From an optimization exercise on the open Yosys and OpenROAD flow, aimed at small area and a short achievable clock period; shortcuts taken in it are not production practice. Function was checked by simulation only, so behaviour that the tests miss may differ from the original. The clock port is modelled as an ideal driver; clocking choices that lean on that would not hold on a real chip. Power is estimated from default activity; no workload was simulated.

## flow/design.v (module list and top-level ports; edited modules follow where they fit)
// module wallace_multiplier_16bit: 1513 lines
// module mul_fa: 4 lines
// module mul_xor: 3 lines
// module mul_ha: 4 lines
// module mul_han: 4 lines
// module mul_xnor: 3 lines
// module mul_or: 3 lines
module wallace_multiplier_16bit(
    input  wire        clk,
    input  wire        rst,
    input  wire [15:0] multiplicand,
    input  wire [15:0] multiplier,
    output reg  [31:0] result
);
  // ...
==> flow/flow/run.sh <==
#!/bin/bash
# Standard ORFS layout (the standard.sh) with these changes:
#  - plain buf_1 cells as the port buffers (buffer_ports picks delay cells by default);
#  - clock tree synthesis without dummy load cells;
set -euo pipefail
export BUFFER_PORTS_ARGS="-buffer_cell sky130_fd_sc_hd__buf_1"
export CTS_ARGS="-sink_clustering_enable -repair_clock_nets -dont_use_dummy_load -sink_clustering_size 12 -sink_clustering_max_diameter 50 -buf_list {sky130_fd_sc_hd__clkbuf_4 sky130_fd_sc_hd__clkbuf_8}"
SKIP_CTS_REPAIR_TIMING=1 SETUP_SLACK_MARGIN=0 bash standard.sh cts > standard_to_cts.log 2>&1
RES=orfs/results/${FLOW_PLATFORM:-sky130hd}/wallace_multiplier_16bit/base R5_MODE=none \
  openroad -no_init -exit flow/skew.tcl > skew.log 2>&1
SETUP_SLACK_MARGIN=1.15 bash standard.sh > standard_finish.log 2>&1
==> flow/flow/skew.tcl <==
proc insts_matching {pats} {
  set r {}
  foreach i [[ord::get_db_block] getInsts] {
    if {[$i findITerm CLK] eq "NULL"} continue
    foreach p $pats { if {[string match $p [$i getName]]} { lappend r $i; break } }
  }
  return $r
}
proc clk_net_of {inst} { return [[[$inst findITerm CLK] getNet] getName] }
proc busiest_net {insts} {
  set cnt [dict create]
  foreach i $insts { dict incr cnt [clk_net_of $i] }
  set best ""; set bn 0
  dict for {k v} $cnt { if {$v > $bn} { set best $k; set bn $v } }
  return $best
}
proc regroup {name insts src_net cells} {
  # a chain of the given buffer cells from src_net to the clock pins of insts
  set block [ord::get_db_block]
  set sx 0; set sy 0
  foreach i $insts {
    set b [$i getBBox]
    set sx [expr {$sx + ([$b xMin] + [$b xMax]) / 2}]
    set sy [expr {$sy + ([$b yMin] + [$b yMax]) / 2}]
  }
  set n [llength $insts]
  set x [expr {$sx / $n}]; set y [expr {$sy / $n}]
  set prev [$block findNet $src_net]
  set k 0
  foreach cell $cells {
    set inst [odb::dbInst_create $block [[ord::get_db] findMaster $cell] ${name}_$k]
    set net [odb::dbNet_create $block ${name}_${k}_net]
    $net setSigType CLOCK
    [$inst findITerm A] connect $prev
    [$inst findITerm X] connect $net
    $inst setLocation $x $y
    $inst setPlacementStatus PLACED
    set prev $net
    incr k
  }
  set old {}
  foreach i $insts {
    set it [$i findITerm CLK]
    lappend old [[$it getNet] getName]
    $it disconnect
    $it connect $prev
  }
  # drop clock buffers left without loads
  foreach on [lsort -unique $old] {
    set cn [$block findNet $on]
    if {$cn eq "NULL"} continue
    set loads 0
    foreach it [$cn getITerms] { if {[$it isInputSignal]} { incr loads } }
    if {$loads == 0} {
      foreach it [$cn getITerms] { odb::dbInst_destroy [$it getInst] }
      odb::dbNet_destroy $cn
      puts "removed clock net $on, left without loads"
    }
  }
  puts "$name: $cells drive $n clock pins from $src_net"
}
proc driver_input_net {netname} {
  # the net at the input of the buffer that drives netname
  foreach it [[[ord::get_db_block] findNet $netname] getITerms] {
    if {[$it isOutputSignal]} { return [[[[$it getInst] findITerm A] getNet] getName] }
  }
  return ""
}
proc halves_by_x {insts} {
  set l {}
  foreach i $insts { lappend l [list [[$i getBBox] xMin] $i] }
  set l [lsort -integer -index 0 $l]
  set h [expr {[llength $l] / 2}]
  set a {}; set b {}
  foreach e [lrange $l 0 [expr {$h - 1}]] { lappend a [lindex $e 1] }
  foreach e [lrange $l $h end] { lappend b [lindex $e 1] }
  return [list $a $b]
}
proc apply_skew {r5_mode} {
  lassign [halves_by_x [insts_matching {q1_*}]] a b
  regroup ckskew_r1a $a clk sky130_fd_sc_hd__clkbuf_16
  regroup ckskew_r1b $b clk sky130_fd_sc_hd__clkbuf_16
  set r5 [insts_matching {result* vld_n*}]
  set leaf [busiest_net $r5]
  if {$r5_mode eq "leaf"} {
    regroup ckskew_r5 $r5 $leaf sky130_fd_sc_hd__clkbuf_16
  } elseif {$r5_mode eq "mid"} {
    regroup ckskew_r5 $r5 [driver_input_net $leaf] {sky130_fd_sc_hd__clkbuf_2 sky130_fd_sc_hd__clkbuf_16}
  }
}

set res $::env(RES)
read_db $res/4_cts.odb
apply_skew $::env(R5_MODE)
detailed_placement
check_placement
write_db $res/4_cts.odb
==> flow/standard.sh <==
#!/bin/bash
# synth_recipe.tcl (not shown) runs the flow's synth.tcl, then flattens the netlist and writes it again
# the make line also repeats each setting of config.mk as NAME=value (left out here)
make -C /OpenROAD-flow-scripts/flow DESIGN_CONFIG=/design/flow/config.mk WORK_HOME=/design/flow/orfs CLKGATE_MAP_FILE= SYNTH_SCRIPT=/design/flow/synth_recipe.tcl "${@:-finish}"
==> flow/config.mk <==
export PLATFORM = sky130hd
export DESIGN_NAME = wallace_multiplier_16bit
export DESIGN_NICKNAME = wallace_multiplier_16bit
export VERILOG_FILES = /design/flow/design.v
export SDC_FILE = /design/flow/constraint.sdc
export NUM_CORES = 4
export LEC_CHECK = 0
export CAP_MARGIN = 20
export CORE_MARGIN = 2
export CORE_UTILIZATION = 60
export CTS_BUF_LIST = sky130_fd_sc_hd__clkbuf_4 sky130_fd_sc_hd__clkbuf_8
export CTS_CLUSTER_DIAMETER = 50
export CTS_CLUSTER_SIZE = 12
export SLEW_MARGIN = 20
export SYNTH_HIERARCHICAL = 1
export SYNTH_MINIMUM_KEEP_SIZE = 0
==> flow/constraint.sdc <==
create_clock -name core_clock -period 3.0 [get_ports {clk}]
set_input_delay 0.6000 -clock core_clock [delete_from_list [all_inputs] [get_ports {clk}]]
set_output_delay 0.6000 -clock core_clock [all_outputs]
set_load 0.01 [all_outputs]
==> results.tsv, run 1 <==
metric	value	unit
Max Root-Sink Buffers	3	
Worst path top cell family by delay	adder cells	
FFs & Latches	320	
status	complete, no violations	
CTS root buffer	clkbuf_8	
antenna cells	0	
routability cong.	0.864	
Clock transition at path regs	0.09	ns
# Max-Cap Violations	0	
met3 wire length	1.55	mm
met1 Use GR	0.363	
Worst-Skew Late Latency	0.58	ns
DRC viols	0	
worst vdd ir	0.719	mV
sw power	4.05	mW
P_comb	3.94	mW
Final ANT Viol Nets	0	
TritonCTS clock tree	done	
Bufs and invs on worst path	1	
Critical Path RT	3.42	ns
Syn. warnings	7	
nonclk buf count	96	
row cnt	54	
r2r startpoint	q1_multiplicand_13	
Leakage	5.66	nW
final instance area	14500	um2
#MultiIn Comb	672	
==> run 2: changes to the inputs <==
--- a/flow/flow/run.sh
+++ b/flow/flow/run.sh
@@ -8,4 +8,4 @@
 SKIP_CTS_REPAIR_TIMING=1 SETUP_SLACK_MARGIN=0 bash standard.sh cts > standard_to_cts.log 2>&1
 RES=orfs/results/${FLOW_PLATFORM:-sky130hd}/wallace_multiplier_16bit/base R5_MODE=none \
   openroad -no_init -exit flow/skew.tcl > skew.log 2>&1
-SETUP_SLACK_MARGIN=1.15 bash standard.sh > standard_finish.log 2>&1
+SETUP_SLACK_MARGIN=1.22 bash standard.sh > standard_finish.log 2>&1
==> run 2 against run 1 <==
  * Still clean
  * Die area did not move
  * Clock power is essentially flat
  * Clock skew rose by 0.0024 ns
  * Sequential share of layout area about the same
  * First-iteration DRC count increased by 2.7%
  * Routed wire length barely moved
  * Worst hold slack worse by 0.0026 ns
==> results.tsv, run 2 <==
metric	value	unit	change
status	complete, no violations		
met1 wire length	12.7	mm	
crit path capture type	flop		
TritonCTS clock tree	done		
Final min period	1.78	ns	
Max Root-Sink Buffers	3		unchanged
# H-tree levels	1		
first-pass GRT wire length	41.6	mm	
RSZ-0062 raised after global routing	yes		
GRT Total Usage	0.228		
max FFs per register	32		
Reg2Reg Setup Slack	1.22	ns	
die area	23500	um2	
most frequent cells in the layout	nand2_1, dfxtp_1, fa_1, buf_1, nor2_1		
DRT Pass-1 Iters	5		
final clock skew	0.450	ns	
Final ANT Viol Nets	0		unchanged
routability cong.	0.864		unchanged
metal2 WL	10.6	mm	
registers with the most flip-flops	result (32), vld_n (4)		
Fin Hold WS	0.140	ns	
r2r startpoint	q1_multiplier_6		
Slew headroom	0.463		
Final Max Slew Viols	0		
worst slew pin tran	0.804	ns	
final instance area	14500	um2	+0.20%
worst reg2reg path depth	5		
initial DRC count	454		
Clock Sinks	320		
final core utilization	0.663		
TNS Setup	0	ns	
final hold violations	0		
Ports	66		
Area growth syn-to-layout	8.32	%	
most common cell after layout, fill and taps aside	nand2_1		
vias per inst	5.08		
period utilization	0.594		
CP Data Arrival Time	2.17	ns	
crit path to	q2_s458		
FF-to-FF End	q2_s458		
DRC viols	0		unchanged
antenna cells	0		unchanged
CP Launch Type	flop		
min-delay worst type	in2async		
Top Metal Used	met4		
final WL	25.3	mm	
synthesized area per cell	12.6	um2	
row cnt	54		unchanged
Vias	7154		
Crit. Startpoint	q1_multiplier_6		
critical path peak fanout	9		
CTS root buffer	clkbuf_8		
Die X	153	um	
mapped cell area	13400	um2	
fmax	0.561	GHz	
Worst-Skew Late Latency	0.58	ns	about the same
number of global-route vias before repair	7587		
Leakage	5.66	nW	about the same
Core ar.	21900	um2	
crit path kind	reg2reg		
# Max-Cap Violations	0		unchanged
initial antenna violation count	0		
Final Net Count	1386		
Clock transition at path regs	0.09	ns	about the same
post-DP HPWL	19.7	mm	
cts bufs inserted	31		
port bufs	65		
placed cell areas	14000	um2	
grt ovf	0		
Syn. warnings	7		unchanged
Critical Path RT	3.39	ns	-0.03 ns
syn nets	1320		
worst vdd ir	0.721	mV	+0.38%
# setup viols final	0		
largest register by flop count	result		
layout cells sized above 1	0.0914		
Gate Count Post-Synth	1063		
largest net degree at the start of global routing	33		
Initial Util	0.612		
WL per Instance	18.0	um	
pwr dens	876	nW/um2	
Die H	153	um	
met3 wire length	1.57	mm	+1.1%
## run 2: cell types whose count changed in the layout (fill, tap and decap cells not counted)
| cell | before | now |
|---|---|---|
| or3_1 | 1 | 0 |
| xor2_1 | 31 | 30 |
| fa_2 | 0 | 1 |
| xor2_2 | 0 | 1 |
| dfxtp_4 | 1 | 2 |
| dfxtp_1 | 265 | 259 |
| buf_6 | 0 | 1 |
| or3_4 | 0 | 1 |
| buf_4 | 29 | 28 |
| fa_1 | 197 | 196 |
| dfxtp_2 | 18 | 23 |
## run 2: final cells by class
cell class	instances	area (um2)
Timing Repair Buffer	94	465
Clock buffer	31	427
Buffer	2	50.0
Inverter	8	30.0
Sequential cell	320	6630
Fill cell	1679	7390
Tap cell	280	350
Multi-Input combinational cell	672	6550
## run 2: metal layers
layer	vias up	GRT usage
met4	0	0.0498
met1	3537	0.363
met5	-	0
li1	3333	-
met3	33	0.0400
met2	251	0.333
## run 2: worst min path at each step
stage / start / to / slack (ns) / cells after the start
final: rst / result[17] / 0.14 / 2
after global routing: q1_multiplier_0 / q2_r257_0 / 0.19 / 1
after CTS: multiplicand[11] / q1_multiplicand_11 / 0.07 / 1
after detailed placement: q3_r527_1 / q4_q3_r527_1 / 0.31 / 0
after global placement: q3_q2_r257_0 / q4_q3_q2_r257_0 / 0.31 / 0
after floorplan: q2_r257_0 / q3_q2_r257_0 / 0.31 / 0
## run 2: worst max-delay path, cell delays in order, from the launching register on
cell and delay (ns):
dfxtp_2 0.44, buf_4 0.20, nand2_1 0.09, fa_1 0.45, fa_1 0.39, fa_1 0.44
## run 2: power by group
part           total, mW  internal [mW]  switching [mW]
logic               3.98           1.98            2.00
clock network       2.32           1.03            1.29
registers           6.41           5.64           0.770
total               12.7           8.65            4.07
## run 2: stage by stage
| step | power [mW] | std cells | worst slack (ns) |
|---|---|---|---|
| after floorplan | 9.17 | 1063 | 0.682 |
| after global placement | 10.4 | 1374 | 0.693 |
| after detailed placement | 10.5 | 1374 | 0.601 |
| after CTS | 12.7 | 1405 | 0.593 |
| after global routing | 13.8 | 1407 | 1.13 |
| final | 12.7 | 1407 | 1.22 |
==> run 3: changes to the inputs <==
--- a/flow/flow/run.sh
+++ b/flow/flow/run.sh
@@ -8,4 +8,4 @@
 SKIP_CTS_REPAIR_TIMING=1 SETUP_SLACK_MARGIN=0 bash standard.sh cts > standard_to_cts.log 2>&1
 RES=orfs/results/${FLOW_PLATFORM:-sky130hd}/wallace_multiplier_16bit/base R5_MODE=none \
   openroad -no_init -exit flow/skew.tcl > skew.log 2>&1
-SETUP_SLACK_MARGIN=1.22 bash standard.sh > standard_finish.log 2>&1
+SETUP_SLACK_MARGIN=1.4 bash standard.sh > standard_finish.log 2>&1
==> run 3 against run 2 <==
  * Critical path depth is 3 higher
  * Worst hold slack worse by 0.00052 ns
  * Global-route usage stayed put
  * Largest cell class unchanged
  * First-iteration DRC count is 16% higher
  * Register-to-register slack better by 0.04 ns
  * Clock power hardly changed
==> results.tsv, run 3 <==
metric	value	unit	change
post-DP HPWL	19.7	mm	unchanged
switching share of power	0.320		+0.000462
Clock transition at path regs	0.07	ns	-0.02 ns
Fin Hold WS	0.140	ns	-0.000517 ns
Worst path top cell family by delay	compound AO/OA/AOI/OAI gates		
initial DRC count	528		+16%
grt ovf	0		unchanged
worst vdd ir	0.743	mV	+3.0%
most frequent cells in the layout	nand2_1, dfxtp_1, fa_1, buf_4, buf_1		
final hold violations	0		unchanged
max FFs per register	32		unchanged
Slew headroom	0.467		+0.00355
power share of the clock group	0.176		-0.007
Placed Cells	1374		unchanged
GRT Total Usage	0.228		unchanged
DRT Pass-1 Iters	5		unchanged
cts bufs inserted	31		unchanged
Layout fillers	1613		-3.9%
final cell count without fillers	1452		+3.2%
Core ar.	21900	um2	unchanged
final WL	26.0	mm	+2.8%
initial antenna violation count	0		unchanged
period utilization	0.581		-0.0129
pwr dens	870	nW/um2	-0.69%
DP Worst Slack	0.601	ns	unchanged
final clock skew	0.446	ns	-0.00381 ns
largest register by flop count	result		
worst slew pin tran	0.799	ns	-0.00532 ns
mapped cell area	13400	um2	unchanged
Internal	8.92	mW	+3.2%
RSZ-0062 raised after global routing	yes		
sequential share of power	0.488		-0.016
Ports	66		unchanged
Reg2Reg Setup Slack	1.26	ns	+0.04 ns
Final Power	13.1	mW	+3.3%
Clock Sinks	320		unchanged
slowest cell delay on critical path	0.32	ns	-0.13 ns
layout cells sized above 1	0.172		+0.0803
FF+latch area	6700	um2	+1.2%
Initial Util	0.612		unchanged
# setup viols final	0		unchanged
critical path peak fanout	3		-6
syn nets	1320		unchanged
Critical Path RT	3.44	ns	+0.05 ns
Final min period	1.74	ns	-0.0386 ns
first-pass GRT wire length	41.6	mm	unchanged
slowest stage cell on the critical path	dfxtp_2		
Gate Count Post-Synth	1063		unchanged
min-delay worst type	in2async		
CP Launch Type	flop		
Syn. warnings	7		unchanged
CP Cell Sequence	a21o_1 -> a31oi_4 -> o21ai_4 -> a21o_1 -> buf_4 -> a21o_1 -> xor2_1 -> nor2_1		
row cnt	54		unchanged
Max Root-Sink Buffers	3		unchanged
Die H	153	um	unchanged
final instance area	15100	um2	+4.0%
final worst setup slack	1.26	ns	+0.0386 ns
largest net degree at the start of global routing	33		unchanged
status	complete, no violations		
number of global-route vias before repair	7587		unchanged
sw power	4.21	mW	+3.4%
CTS root buffer	clkbuf_8		
# Max-Cap Violations	0		unchanged
WL per Instance	17.9	um	-0.43%
Vias	7364		+2.9%
Worst-Skew Late Latency	0.58	ns	about the same
routability cong.	0.864		unchanged
die area	23500	um2	unchanged
Final ANT Viol Nets	0		unchanged
TNS Setup	0	ns	unchanged
CP Data Arrival Time	2.18	ns	about the same
Final Net Count	1430		+3.2%
vias per inst	5.07		-0.25%
# H-tree levels	1		unchanged
TritonCTS clock tree	done		
most common cell after layout, fill and taps aside	nand2_1		
Bufs and invs on worst path	1		unchanged
Multi-input gate area	6650	um2	+1.4%
final core utilization	0.689		+0.0266
combinational cell fraction of total power	0.335		+0.022
Area growth syn-to-layout	12.7	%	
port bufs	65		unchanged
Die X	153	um	unchanged
placed cell areas	14000	um2	unchanged
fmax	0.573	GHz	+2.2%
DRC viols	0		unchanged
Final Max Slew Viols	0		unchanged
Leakage	5.97	nW	+5.5%
crit path capture type	flop		
registers with the most flip-flops	result (32), vld_n (4)		
most frequent CP cell	a21o_1		
synthesized area per cell	12.6	um2	unchanged
crit path kind	reg2reg		
## run 3: changes by cell type in the layout (fill, tap and decap cells not counted), sizes merged
cell	delta
buf	+23
diode	+1
clkbuf	+21
## run 3: power groups by stage
stage	Combinational, mW	Sequential, mW	Clock [mW]
after floorplan	2.82	6.35	0
after global placement	3.90	6.47	0
after detailed placement	4.00	6.51	0
after CTS	4.02	6.41	2.26
after global routing	5.11	6.56	2.57
final	4.40	6.41	2.32
## run 3: final timing paths
path                               to              from  depth (start not counted)
setup / recovery           result[22]           q4_k688                          8
hold / removal             result[17]               rst                          2
setup reg to reg           result[22]           q4_k688                          8
hold reg to reg               q2_p256  q1_multiplier_15                          1
max in group asynchronous  result[25]               rst                          3
min in group core_clock       q2_p256  q1_multiplier_15                          1
## run 3: area by class of cell
class                      instances  share of cell area
timing repair buffer             138              0.0582
antenna                            1            0.000166
sequential                       320               0.444
clock buffer                      31              0.0283
multi-input combinational        672               0.440
inverter                           8             0.00199
buffer                             2             0.00332
tap                              280              0.0232
## run 3: layer usage
| layer | wire length, um | track usage |
|---|---|---|
| met1 | 12700 | 0.363 |
| met2 | 11000 | 0.333 |
| met3 | 1810 | 0.0400 |
| met4 | 466 | 0.0498 |
| met5 | 0 | 0 |
==> run 4: changes to the inputs <==
--- a/flow/flow/run.sh
+++ b/flow/flow/run.sh
@@ -8,4 +8,4 @@
 SKIP_CTS_REPAIR_TIMING=1 SETUP_SLACK_MARGIN=0 bash standard.sh cts > standard_to_cts.log 2>&1
 RES=orfs/results/${FLOW_PLATFORM:-sky130hd}/wallace_multiplier_16bit/base R5_MODE=none \
   openroad -no_init -exit flow/skew.tcl > skew.log 2>&1
-SETUP_SLACK_MARGIN=1.4 bash standard.sh > standard_finish.log 2>&1
+SETUP_SLACK_MARGIN=1.3 bash standard.sh > standard_finish.log 2>&1
--- a/flow/config.mk
+++ b/flow/config.mk
@@ -7,7 +7,7 @@
 export LEC_CHECK = 0
 export CAP_MARGIN = 20
 export CORE_MARGIN = 2
-export CORE_UTILIZATION = 60
+export CORE_UTILIZATION = 70
 export CTS_BUF_LIST = sky130_fd_sc_hd__clkbuf_4 sky130_fd_sc_hd__clkbuf_8
 export CTS_CLUSTER_DIAMETER = 50
 export CTS_CLUSTER_SIZE = 12
==> run 4 against run 3 <==
  * Still clean on timing, DRC and antenna
  * Via count grew 0.24%
  * Design area shrank 2.7%
  * Utilization grew 9.3 points
  * Synthesized cell count is the same
  * Sequential share of layout area grew 1.1 points
  * Register-to-register slack gained 0.02 ns
  * Critical endpoint is now q2_s458
  * Largest cell class unchanged
==> results.tsv, run 4 <==
metric	value	unit	change
RSZ-0062 raised after global routing	yes		
Fin Hold WS	0.137	ns	-0.00279 ns
# Max-Cap Violations	0		unchanged
initial antenna violation count	1		+1
syn nets	1320		unchanged
period utilization	0.574		-0.00694
final clock skew	0.390	ns	-0.0568 ns
most common cell after layout, fill and taps aside	nand2_1		
worst slew pin tran	0.696	ns	-0.104 ns
worst reg2reg path depth	4		-4
Layout fillers	1165		-28%
Area growth syn-to-layout	9.59	%	
CTS root buffer	clkbuf_8		
final instance area	14700	um2	-2.7%
Syn. warnings	7		unchanged
Core ar.	18800	um2	-14%
most frequent cells in the layout	nand2_1, dfxtp_1, fa_1, buf_1, nor2_1		
Clock Sinks	320		unchanged
Max Root-Sink Buffers	3		unchanged
DP Worst Slack	0.540	ns	-0.0602 ns
row cnt	50		-7.4%
die area	20300	um2	-14%
worst vdd ir	0.553	mV	-26%
Clock transition at path regs	0.09	ns	+0.02 ns
placed cell areas	13900	um2	-0.79%
crit path kind	reg2reg		
crit path capture type	flop		
final WL	25.6	mm	-1.5%
Reg2Reg Setup Slack	1.28	ns	+0.02 ns
pwr dens	887	nW/um2	+1.9%
critical path peak fanout	16		+13
# setup viols final	0		unchanged
Die H	142	um	-7.2%
Gate Count Post-Synth	1063		unchanged
Vias	7382		+0.24%
Die X	142	um	-7.2%
min-delay worst type	in2async		
Final Net Count	1399		-2.2%
number of global-route vias before repair	7943		+4.7%
largest register by flop count	result		
vias per inst	5.37		+5.9%
final hold violations	0		unchanged
Placed Cells	1321		-3.9%
Critical Path RT	3.37	ns	-0.07 ns
# H-tree levels	2		+1
largest net degree at the start of global routing	37		+12%
max FFs per register	32		unchanged
initial DRC count	564		+6.8%
first-pass GRT wire length	41.1	mm	-1.0%
routability cong.	0.891		+3.1%
Final ANT Viol Nets	0		unchanged
FF-to-FF End	q2_s458		
fmax	0.580	GHz	+1.2%
FF+latch area	6680	um2	-0.41%
post-DP HPWL	19.0	mm	-3.5%
Multi-input gate area	6580	um2	-1.0%
port bufs	65		unchanged
Slew headroom	0.536		+0.0690
TritonCTS clock tree	done		
Worst-Skew Late Latency	0.52	ns	-0.06 ns
GRT Total Usage	0.272		+0.0438
final worst setup slack	1.28	ns	+0.0208 ns
Final min period	1.72	ns	-0.0208 ns
Final Max Slew Viols	0		unchanged
status	complete, no violations		
Leakage	5.75	nW	-3.7%
synthesized area per cell	12.6	um2	unchanged
final core utilization	0.782		+0.0927
TNS Setup	0	ns	unchanged
DRT Pass-1 Iters	5		unchanged
grt ovf	0		unchanged
final cell count without fillers	1375		-5.3%
CP Launch Type	flop		
CP Data Arrival Time	2.09	ns	-0.09 ns
layout cells sized above 1	0.114		-0.0576
WL per Instance	18.6	um	+4.1%
r2r startpoint	q1_multiplicand_13		
Final Power	13.0	mW	-0.87%
mapped cell area	13400	um2	unchanged
Initial Util	0.713		+0.102
cts bufs inserted	34		+9.7%
registers with the most flip-flops	result (32), vld_n (4)		
DRC viols	0		unchanged
Ports	66		unchanged
-- run 4: changes by cell type in the layout (fill, tap and decap cells not counted), sizes merged --
cell / change
clkbuf: -18
buf: -13
-- run 4: critical path, cell delays in order, from the launching register on --
cell,delay (ns)
dfxtp_4,0.46
nand2_1,0.11
fa_1,0.46
fa_1,0.44
fa_1,0.46
-- run 4: area by class of cell --
class	instances	area share
Timing Repair Buffer	104	0.0392
Tap cell	234	0.0200
Buffer	2	0.00341
Multi-Input combinational cell	672	0.448
Antenna cell	1	0.000171
Sequential cell	320	0.455
Inverter	8	0.00205
Clock buffer	34	0.0319
-- run 4: worst max path at each step --
stage,startpoint,slack (ns),endpoint
final,q1_multiplicand_13,1.28,q2_s458
after detailed placement,q1_multiplier_0,0.54,q2_s458
after CTS,q1_multiplier_0,0.53,q2_s458
after global routing,q4_pp754,1.18,result[28]
after global placement,q1_multiplier_0,0.68,q2_s458
after floorplan,q1_multiplier_6,0.68,q2_s460
-- run 4: metal layers --
| metal | vias up | share of wire | track usage |
|---|---|---|---|
| met5 | - | 0.0020 | 0.0201 |
| li1 | 3364 | - | - |
| met2 | 355 | 0.44 | 0.407 |
| met3 | 52 | 0.097 | 0.0861 |
| met1 | 3609 | 0.44 | 0.383 |
| met4 | 2 | 0.023 | 0.0912 |
-- run 4: report_power, final --
part           internal [mW]  switching (mW)
Clock                   1.13            1.32
Sequential              5.64           0.780
Combinational           2.09            2.05
==> run 5: changes to the inputs <==
--- a/flow/config.mk
+++ b/flow/config.mk
@@ -7,7 +7,7 @@
 export LEC_CHECK = 0
 export CAP_MARGIN = 20
 export CORE_MARGIN = 2
-export CORE_UTILIZATION = 70
+export CORE_UTILIZATION = 60
 export CTS_BUF_LIST = sky130_fd_sc_hd__clkbuf_4 sky130_fd_sc_hd__clkbuf_8
 export CTS_CLUSTER_DIAMETER = 50
 export CTS_CLUSTER_SIZE = 12
==> run 5 against run 4 <==
  * Sequential power about the same
  * Die area up 16%
  * Largest power group unchanged
  * Clock power is 5% lower
  * Critical path depth rose by 4
  * Non-clock buffer count unchanged
  * Combinational power about the same
==> results.tsv, run 5 <==
metric	value	unit	change
status	complete, no violations		
Leakage	5.76	nW	+0.21%
Final Net Count	1396		-0.21%
Final ANT Viol Nets	0		unchanged
initial DRC count	486		-14%
registers with the most flip-flops	result (32), vld_n (4)		
number of global-route vias before repair	7587		-4.5%
grt ovf	0		unchanged
DRC viols	0		unchanged
CP Cell Sequence	a21o_1 -> a31oi_4 -> o21ai_4 -> a21o_1 -> buf_4 -> a21o_1 -> xor2_1 -> nor2_1		
crit path kind	reg2reg		
slowest stage cell on the critical path	dfxtp_2		
CP Data Arrival Time	2.18	ns	+0.09 ns
largest register by flop count	result		
combinational cell fraction of total power	0.323		+0.005
critical path peak fanout	3		-13
Bufs and invs on worst path	1		+1
slowest cell delay on critical path	0.32	ns	-0.14 ns
cts bufs inserted	31		-8.8%
Core ar.	21900	um2	+17%
Syn. warnings	7		unchanged
Die H	153	um	+7.8%
Initial Util	0.612		-0.102
WL per Instance	18.0	um	-3.1%
max FFs per register	32		unchanged
Die X	153	um	+7.8%
most common cell after layout, fill and taps aside	nand2_1		
most frequent cells in the layout	nand2_1, dfxtp_1, fa_1, buf_1, nor2_1		
Max Root-Sink Buffers	3		unchanged
syn nets	1320		unchanged
largest net degree at the start of global routing	33		-11%
routability cong.	0.864		-3.0%
fmax	0.574	GHz	-1.0%
CP Launch Type	flop		
antenna cells	0		-1
RSZ-0062 raised after global routing	yes		
Final min period	1.74	ns	+0.0176 ns
TritonCTS clock tree	done		
port bufs	65		unchanged
post-DP HPWL	19.7	mm	+3.7%
initial antenna violation count	0		-1
# setup viols final	0		unchanged
sequential share of power	0.497		+0.004
# Max-Cap Violations	0		unchanged
Final Power	12.9	mW	-0.81%
final hold violations	0		unchanged
sw power	4.13	mW	-0.62%
switching share of power	0.320		+0.000608
vias per inst	5.08		-5.3%
final WL	25.6	mm	-0.13%
crit path capture type	flop		
die area	23500	um2	+16%
most frequent CP cell	a21o_1		
pwr dens	880	nW/um2	-0.81%
Critical Path RT	3.44	ns	+0.07 ns
Worst path top cell family by delay	compound AO/OA/AOI/OAI gates		
Internal	8.78	mW	-0.89%
CTS root buffer	clkbuf_8		
row cnt	54		+8.0%
met1 Use GR	0.363		-0.0198
mapped cell area	13400	um2	unchanged
Area growth syn-to-layout	9.59	%	unchanged
met2 Use GR	0.333		-0.0742
TNS Setup	0	ns	unchanged
global routing's busiest layer	met1		
# H-tree levels	1		-1
Ports	66		unchanged
layout cells sized above 1	0.122		+0.00822
final clock skew	0.450	ns	+0.0606 ns
Clock transition at path regs	0.07	ns	-0.02 ns
first-pass GRT wire length	41.6	mm	+1.0%
Clock Sinks	320		unchanged
Gate Count Post-Synth	1063		unchanged
min-delay worst type	in2async		
worst slew pin tran	0.801	ns	+0.105 ns
GRT met3 Usage	0.0400		-0.0462
DRT Pass-1 Iters	5		unchanged
Slew headroom	0.466		-0.0701
power share of the clock group	0.180		-0.008
Vias	7202		-2.4%
worst vdd ir	0.717	mV	+30%
GRT Total Usage	0.228		-0.0438
synthesized area per cell	12.6	um2	unchanged
period utilization	0.580		+0.00588
Worst-Skew Late Latency	0.58	ns	+0.06 ns
Final Max Slew Viols	0		unchanged
## run 5: power by group through the flow
stage	Sequential (mW)	Clock, mW	Combinational [mW]
after CTS	6.41	2.26	4.02
final	6.42	2.32	4.17
after detailed placement	6.51	0	4.00
after floorplan	6.35	0	2.82
after global placement	6.47	0	3.90
after global routing	6.57	2.56	4.87
## run 5: final timing paths
check / from / end / slack, ns / cells after the start
min in group core_clock: q1_multiplicand_0 / q2_r257_0 / 0.26 / 2
min reg2reg: q1_multiplicand_0 / q2_r257_0 / 0.26 / 2
max: q4_k688 / result[22] / 1.26 / 8
min: rst / result[17] / 0.14 / 2
max in group asynchronous: rst / result[25] / 2.20 / 3
max reg2reg: q4_k688 / result[22] / 1.26 / 8
## run 5: layout make-up
class / count / area (um2)
buffer: 2 / 50.0
fill: 1656 / 7220
tap: 280 / 350
timing repair buffer: 104 / 567
inverter: 8 / 30.0
clock buffer: 31 / 427
multi-input combinational: 672 / 6590
sequential: 320 / 6660
## run 5: through the flow
stage	cells	utilization	cell area, um2	setup slack (ns)	hold slack (ns)
floorplan	1063	-	13400	0.682	0.310
global placement	1374	0.638	14000	0.693	0.312
detailed placement	1374	0.638	14000	0.601	0.314
CTS	1405	0.657	14400	0.593	0.0667
global route	1417	0.670	14700	1.17	0.212
finish	1417	0.670	14700	1.26	0.138
## run 5: per-layer routing
metal,up-vias,share of wire,wire (um)
met5,-,0,0
met4,0,0.014,356
met3,34,0.067,1720
met2,267,0.42,10800
met1,3545,0.50,12700
li1,3356,-,-
==> run 6: changes to the inputs <==
--- a/flow/flow/run.sh
+++ b/flow/flow/run.sh
@@ -6,6 +6,6 @@
 export BUFFER_PORTS_ARGS="-buffer_cell sky130_fd_sc_hd__buf_1"
 export CTS_ARGS="-sink_clustering_enable -repair_clock_nets -dont_use_dummy_load -sink_clustering_size 12 -sink_clustering_max_diameter 50 -buf_list {sky130_fd_sc_hd__clkbuf_4 sky130_fd_sc_hd__clkbuf_8}"
 SKIP_CTS_REPAIR_TIMING=1 SETUP_SLACK_MARGIN=0 bash standard.sh cts > standard_to_cts.log 2>&1
-RES=orfs/results/${FLOW_PLATFORM:-sky130hd}/wallace_multiplier_16bit/base R5_MODE=none \
+RES=orfs/results/${FLOW_PLATFORM:-sky130hd}/wallace_multiplier_16bit/base R5_MODE=mid \
   openroad -no_init -exit flow/skew.tcl > skew.log 2>&1
 SETUP_SLACK_MARGIN=1.3 bash standard.sh > standard_finish.log 2>&1
--- a/flow/flow/skew.tcl
+++ b/flow/flow/skew.tcl
@@ -85,7 +85,7 @@
   if {$r5_mode eq "leaf"} {
     regroup ckskew_r5 $r5 $leaf sky130_fd_sc_hd__clkbuf_16
   } elseif {$r5_mode eq "mid"} {
-    regroup ckskew_r5 $r5 [driver_input_net $leaf] {sky130_fd_sc_hd__clkbuf_2 sky130_fd_sc_hd__clkbuf_16}
+    regroup ckskew_r5 $r5 [driver_input_net $leaf] sky130_fd_sc_hd__clkbuf_16
   }
 }
 
==> run 6 against run 5 <==
  * Area after synthesis unchanged
  * Fmax increased by 1.2%
  * Utilization rose by 0.18 points
  * Clock skew shrank 0.0036 ns
  * Via count about the same
  * Critical endpoint is now result[26]
  * Largest cell class unchanged
  * Die area did not move
  * Critical path depth shrank 7
  * Design area is 0.27% higher
==> results.tsv, run 6 <==
metric	value	unit	change
Final ANT Viol Nets	0		unchanged
final clock skew	0.447	ns	-0.00358 ns
Bufs and invs on worst path	1		unchanged
worst slew pin tran	0.802	ns	+0.00110 ns
CP Cell Sequence	clkbuf_2		
row cnt	54		unchanged
Final min period	1.72	ns	-0.0198 ns
Area growth syn-to-layout	9.89	%	
die area	23500	um2	unchanged
crit path capture type	primary output		
Fin Hold WS	0.0944	ns	-0.0440 ns
Critical Path RT	2.40	ns	-1.04 ns
Max Root-Sink Buffers	3		unchanged
min-delay worst type	in2async		
grt ovf	0		unchanged
Core ar.	21900	um2	unchanged
TNS Setup	0	ns	unchanged
final instance area	14700	um2	+0.27%
cts bufs inserted	31		unchanged
Die H	153	um	unchanged
# H-tree levels	1		unchanged
slowest stage cell on the critical path	dfrtp_1		
# Max-Cap Violations	0		unchanged
Worst-Skew Late Latency	0.58	ns	about the same
max FFs per register	32		unchanged
TritonCTS clock tree	done		
RSZ-0062 raised after global routing	yes		
layout cells sized above 1	0.135		+0.0124
registers with the most flip-flops	result (32), vld_n (4)		
Initial Util	0.612		unchanged
Vias	7204		+0.028%
port bufs	65		unchanged
GRT Total Usage	0.229		+0.000434
Final Net Count	1395		-0.072%
crit path kind	reg2out		
Die X	153	um	unchanged
Clock transition at path regs	0.11	ns	+0.04 ns
Ports	66		unchanged
initial DRC count	495		+1.9%
syn nets	1320		unchanged
routability cong.	0.864		unchanged
final hold violations	0		unchanged
DRC viols	0		unchanged
most common cell after layout, fill and taps aside	nand2_1		
vias per inst	5.09		about the same
Layout fillers	1650		-0.36%
CTS root buffer	clkbuf_8		
Syn. warnings	7		unchanged
synthesized area per cell	12.6	um2	unchanged
Slew headroom	0.465		-0.000731
number of global-route vias before repair	7609		+0.29%
# setup viols final	0		unchanged
Leakage	5.80	nW	+0.61%
status	complete, no violations		
first-pass GRT wire length	41.7	mm	+0.23%
DRT Pass-1 Iters	5		unchanged
largest net degree at the start of global routing	37		+12%
antenna cells	0		unchanged
slowest cell delay on critical path	0.39	ns	+0.07 ns
placed cell areas	14000	um2	unchanged
critical path peak fanout	1		-2
CP Launch Type	flop		
largest register by flop count	result		
most frequent cells in the layout	nand2_1, dfxtp_1, fa_1, buf_1, nor2_1		
final WL	25.6	mm	+0.28%
CP Data Arrival Time	1.12	ns	-1.06 ns
initial antenna violation count	0		unchanged
post-DP HPWL	19.7	mm	unchanged
fmax	0.581	GHz	+1.2%
Gate Count Post-Synth	1063		unchanged
WL per Instance	18.1	um	+0.35%
mapped cell area	13400	um2	unchanged
period utilization	0.574		-0.00662
pwr dens	885	nW/um2	+0.63%
Final Max Slew Viols	0		unchanged
Clock Sinks	320		unchanged
worst vdd ir	0.717	mV	about the same
Worst path top cell family by delay	flip-flops		
## run 6: worst paths after layout
| kind | end | from | slack [ns] | depth (start not counted) |
|---|---|---|---|---|
| worst min register to register | q2_r257_0 | q1_multiplier_0 | 0.18 | 1 |
| max in group asynchronous | result[20] | rst | 2.25 | 3 |
| worst max register to register | q2_s458 | q1_multiplier_6 | 1.29 | 5 |
| min in group core_clock | q2_r257_0 | q1_multiplier_0 | 0.18 | 1 |
| worst max-delay path | result[26] | result[26] | 1.28 | 1 |
| worst min-delay path | result[17] | rst | 0.09 | 2 |
## run 6: final cells by class
type / count / area (um2) / share of cell area
multi-input combinational: 672 / 6600 / 0.449
sequential: 320 / 6660 / 0.453
tap: 280 / 350 / 0.0238
inverter: 8 / 30.0 / 0.00204
timing repair buffer: 102 / 568 / 0.0386
clock buffer: 31 / 427 / 0.0290
buffer: 3 / 75.1 / 0.00510
## run 6: per-stage QoR
stage | power, mW | std cells | util | setup WS [ns]
after CTS | 12.7 | 1405 | 0.657 | 0.593
final | 13.0 | 1416 | 0.672 | 1.28
after detailed placement | 10.5 | 1374 | 0.638 | 0.601
after floorplan | 9.17 | 1063 | - | 0.682
after global routing | 14.1 | 1416 | 0.672 | 1.21
after global placement | 10.4 | 1374 | 0.638 | 0.693
## run 6: layer usage
metal	track usage	routed length (um)
met1	0.361	12600
met2	0.336	11000
met3	0.0403	1730
met4	0.0502	302
met5	0	0
## run 6: power breakdown
part / switching [mW] / internal (mW) / leakage [nW]
sequential: 0.788 / 5.64 / 2.84
combinational: 2.07 / 2.14 / 2.69
clock: 1.31 / 1.08 / 0.260

## separate check: timing with driven ports
The results above use ideal ports. As a check the final layouts listed here were re-extracted and re-timed, cells and wires unchanged. Step 1 (the two cells are an assumption about what drives the block):
set clk [get_ports {clk}]
set_driving_cell -lib_cell sky130_fd_sc_hd__clkbuf_16 $clk
set_driving_cell -lib_cell sky130_fd_sc_hd__buf_2 [delete_from_list [all_inputs] $clk]
Step 2, shift: input delay + t, output delay - t, t = (earliest + latest rising clock arrival at the registers) / 2. This alone moves slack from input paths to output paths. a / b / c = ideal / step 1 / step 2; a / b = the first two.
run | shift t [ns] | setup WS [ns] | hold WS [ns] | clock arrival spread, ns | slew at the worst register clock pin (ns) | worst slew at a driven data input, ns
run 1 | 0.418 | 1.196 / 1.196 / 1.196 | 0.143 / 0.102 / 0.196 | 0.448 / 0.448 | 0.09 / 0.09 | 0.03
run 2 | 0.421 | 1.218 / 1.218 / 1.218 | 0.140 / 0.098 / 0.201 | 0.450 / 0.450 | 0.09 / 0.09 | 0.04
run 3 | 0.418 | 1.256 / 1.256 / 1.256 | 0.140 / 0.098 / 0.141 | 0.446 / 0.447 | 0.09 / 0.09 | 0.04
run 4 | 0.394 | 1.277 / 1.277 / 1.277 | 0.137 / 0.093 / 0.184 | 0.390 / 0.390 | 0.09 / 0.09 | 0.05
run 5 | 0.419 | 1.259 / 1.259 / 1.259 | 0.138 / 0.097 / 0.256 | 0.450 / 0.450 | 0.09 / 0.09 | 0.03
run 6 | 0.433 | 1.279 / 1.217 / 1.292 | 0.094 / 0.053 / 0.181 | 0.478 / 0.478 | 0.11 / 0.11 | 0.04
Clock arrivals are far apart in every run listed, so t is only a midpoint there and step 2 fits no single register.
